Context: an optimization exercise on an open-source flow, tuned for a short achievable clock period and few clock cycles. The choices shown serve that exercise and are no tape-out recipe.
In this exercise RTL edits were held to simulation tests only and were not proved equivalent to the original.

==> violet: inputs <==
Design rvMagic, start of the top module:
module rvMagic (
    input clk, rst_n,
    output [31:0] I_MEM_addr,
    output I_MEM_memRead,
    input [31:0] I_MEM_dataOut,
    output [31:0] D_MEM_addr,
    output [31:0] D_MEM_dataIn,
    output D_MEM_memRead, D_MEM_memWrite,
    output [1:0] D_MEM_memMode,
    input [31:0] D_MEM_dataOut
);
clock: 10.0 ns
lec_check: 0
abc_clock_period_in_ps: 1500
cap_margin: 20
core_margin: 2
core_utilization: 40
setup_slack_margin: 5
slew_margin: 20
standard.sh (not shown) runs the stock make flow with config.mk's settings and CLKGATE_MAP_FILE= SYNTH_SCRIPT=/design/flow/synth_recipe.tcl, a recipe that flattens the netlist after the stock synthesis.
==> flow/flow/run.sh <==
#!/bin/bash
set -euo pipefail
bash standard.sh SETUP_SLACK_MARGIN=6.2 finish > standard_flow.log 2>&1
==> yarrow (differences from violet) <==
--- a/flow/design.v
+++ b/flow/design.v
@@ -585,14 +585,14 @@
     logic        e_regwrite, e_load, e_store, e_branch, e_jalr, e_jal, e_auipc;
     logic        e_pred_taken, e_imm4, e_late, e_fused, e_btb;
     logic [29:0] e_btb_tgt, e_rtgt;
     logic        e_beq, e_bne, e_blt, e_bge, e_bltu, e_bgeu;
     logic [NSEL-1:0] e_sel;
     logic        e_sub, e_sra, e_a_pc, e_b_imm;
-    logic        e_fa_m, e_fa_w, e_fa_r;    
-    logic        e_fb_m, e_fb_w, e_fb_r;    
+    logic        e_fa_m, e_fa_w, e_fa_l, e_fa_r;    
+    logic        e_fb_m, e_fb_w, e_fb_l, e_fb_r;    
     logic        e_fs_m, e_fs_w, e_fs_l, e_fs_r;    
     logic        ea_m, ea_w, ea_l, ea_r, eb_m, eb_w, eb_l, eb_r;    
     logic        k_eq, k_ne, k_lt, k_ge, k_ltu, k_geu, x_flush;
     logic [1:0]  e_mode;
     logic [31:0] au_val;         
     logic        m_regwrite, m_load, m_late;
@@ -918,13 +918,12 @@
             e_auipc    <= d_go & d_is_auipc;
         end
     end
     wire d_rs2_alu = d_is_op | d_is_branch;
     wire d_br_p  = d_pred_taken | (d_btb & d_btb_kind);
     wire d_br_nt = ~d_br_p & (imm_b != 32'd4);
-    wire d_cmp1 = d_is_branch | d_is_jalr;
     wire ld_m1 = hit_m1 & m_load;
     wire ld_m2 = hit_m2 & m_load;
     always_ff @(posedge clk) begin
         e_pc         <= pc_d;
         e_link       <= d_link;
         au_val       <= pc_d + imm_u;
@@ -950,18 +949,20 @@
         e_bgeu       <= d_f3 == 3'b111;
         e_sel        <= d_sel;
         e_sub        <= d_sub;
         e_sra        <= d_sra;
         e_a_pc       <= d_is_auipc;
         e_b_imm      <= ~(d_is_op | d_is_branch);
-        e_fa_m       <= d_cmp1 & hit_e1;
-        e_fa_w       <= d_cmp1 & ~hit_e1 & hit_m1;
-        e_fa_r       <= d_cmp1 & ~hit_e1 & ~hit_m1;
-        e_fb_m       <= d_is_branch & hit_e2;
-        e_fb_w       <= d_is_branch & ~hit_e2 & hit_m2;
-        e_fb_r       <= d_is_branch & ~hit_e2 & ~hit_m2;
+        e_fa_m       <= hit_e1;
+        e_fa_l       <= ~hit_e1 & ld_m1;
+        e_fa_w       <= ~hit_e1 & ~ld_m1 & hit_m1;
+        e_fa_r       <= ~hit_e1 & ~hit_m1;
+        e_fb_m       <= hit_e2;
+        e_fb_l       <= ~hit_e2 & ld_m2;
+        e_fb_w       <= ~hit_e2 & ~ld_m2 & hit_m2;
+        e_fb_r       <= ~hit_e2 & ~hit_m2;
         ea_m         <= ~d_is_auipc & hit_e1;
         ea_l         <= ~d_is_auipc & ~hit_e1 & ld_m1;
         ea_w         <= ~d_is_auipc & ~hit_e1 & ~ld_m1 & hit_m1;
         ea_r         <= ~d_is_auipc & ~hit_e1 & ~hit_m1;
         eb_m         <= d_rs2_alu & hit_e2;
         eb_l         <= d_rs2_alu & ~hit_e2 & ld_m2;
@@ -970,16 +971,16 @@
         k_eq         <= d_is_branch & ((d_f3 == 3'b000) ? d_br_nt : (d_f3 == 3'b001) & d_br_p);
         k_ne         <= d_is_branch & ((d_f3 == 3'b001) ? d_br_nt : (d_f3 == 3'b000) & d_br_p);
         k_lt         <= d_is_branch & ((d_f3 == 3'b100) ? d_br_nt : (d_f3 == 3'b101) & d_br_p);
         k_ge         <= d_is_branch & ((d_f3 == 3'b101) ? d_br_nt : (d_f3 == 3'b100) & d_br_p);
         k_ltu        <= d_is_branch & ((d_f3 == 3'b110) ? d_br_nt : (d_f3 == 3'b111) & d_br_p);
         k_geu        <= d_is_branch & ((d_f3 == 3'b111) ? d_br_nt : (d_f3 == 3'b110) & d_br_p);
-        e_fs_m       <= d_is_store & hit_e2;
-        e_fs_l       <= d_is_store & ~hit_e2 & ld_m2;
-        e_fs_w       <= d_is_store & ~hit_e2 & ~ld_m2 & hit_m2;
-        e_fs_r       <= d_is_store & ~hit_e2 & ~hit_m2;
+        e_fs_m       <= hit_e2;
+        e_fs_l       <= ~hit_e2 & ld_m2;
+        e_fs_w       <= ~hit_e2 & ~ld_m2 & hit_m2;
+        e_fs_r       <= ~hit_e2 & ~hit_m2;
     end
     always_ff @(posedge clk or negedge rst_n) begin
         if (!rst_n) begin
             m_regwrite <= 1'b0;
             m_load     <= 1'b0;
             m_rd_o     <= 1'b0;
==> results list <==
- Fraction of the yosys area taken by sequential cells: 0.5165
- Run status: complete, no violations
- Tracing the worst setup path back leads to its startpoint at e_fa_m.
* Clock sinks: around 2,300
- The cell count after synthesis came out at 11,600.
* Fraction of standard cell area in multi-input logic: 0.3992
- Registers represent a cell area share of 0.4032.
- Area contributors post-synth: sky130_fd_sc_hd__dfrtp_1 (23%), sky130_fd_sc_hd__edfxtp_1 (20%), sky130_fd_sc_hd__dfxtp_1 (9.0%)
- Minimum setup slack in the final design: about 5.5 ns
* Detailed placement HPWL: 404.3 mm
- The fraction of final cell area spent on non-clock buffers in this run is 0.09823.
* Count of multi-input combinational gates: 8,160
- For this block, the routed nets add up to roughly 660 mm of wire.
* Post-CTS setup repair buffer count: 633
* Met1 WL: 237.5 mm
# the run above: yarrow

==> results list <==
- The critical path starts at e_fb_m.
- Clock sinks: ~2,300
- The run finished with no timing, DRC or antenna violations.
- The final layout contains routed wiring with a total length of 644.4 mm.
- Met1 WL: 227.0 mm
- Detailed placement ended at an HPWL of 387.6 mm.
* Post-synthesis instance total: around 12,000
* Proportion of final cell area spent on non-clock buffers: 0.09891
* Count of multi-input combinational gates: 8,183
- Area contributors post-synth: sky130_fd_sc_hd__dfrtp_1 (23%), sky130_fd_sc_hd__edfxtp_1 (20%), sky130_fd_sc_hd__dfxtp_1 (9.0%)
# the run above: violet

Testbench counts of violet, summed over its fixed seeds: cycles 59,952.
Testbench counts of yarrow, summed over its fixed seeds: cycles 59,952.

[port drivers added, routing unchanged]
Ports are ideal in the flow. The routed layouts listed here were re-timed in OpenROAD.
Step 1 sets driving cells, clkbuf_16 on the clock port and buf_2 on the other inputs (assumed; they add their load-dependent delay and slew).
Step 2 times the ports against the registers' clock, not the clock port: input delays grow and output delays shrink by t, the midpoint of the rising clock arrivals with the driver on.
Three values: ideal ports, drivers, drivers and shift; two values: the first two.
| run | t (ns) | setup slack, ns | worst setup path after step 2 | slew at the worst register clock pin (ns) |
|---|---|---|---|---|
| violet | 1.031 | 5.453 / 5.453 / 4.472 | input to register | 0.07 / 0.07 |
| yarrow | 1.010 | 5.454 / 5.454 / 4.569 | input to register | 0.07 / 0.07 |
After both steps every run listed still meets setup and hold. For violet, which loses most, drivers alone change the setup slack by 0.000 ns; drivers and shift together by -0.981 ns.
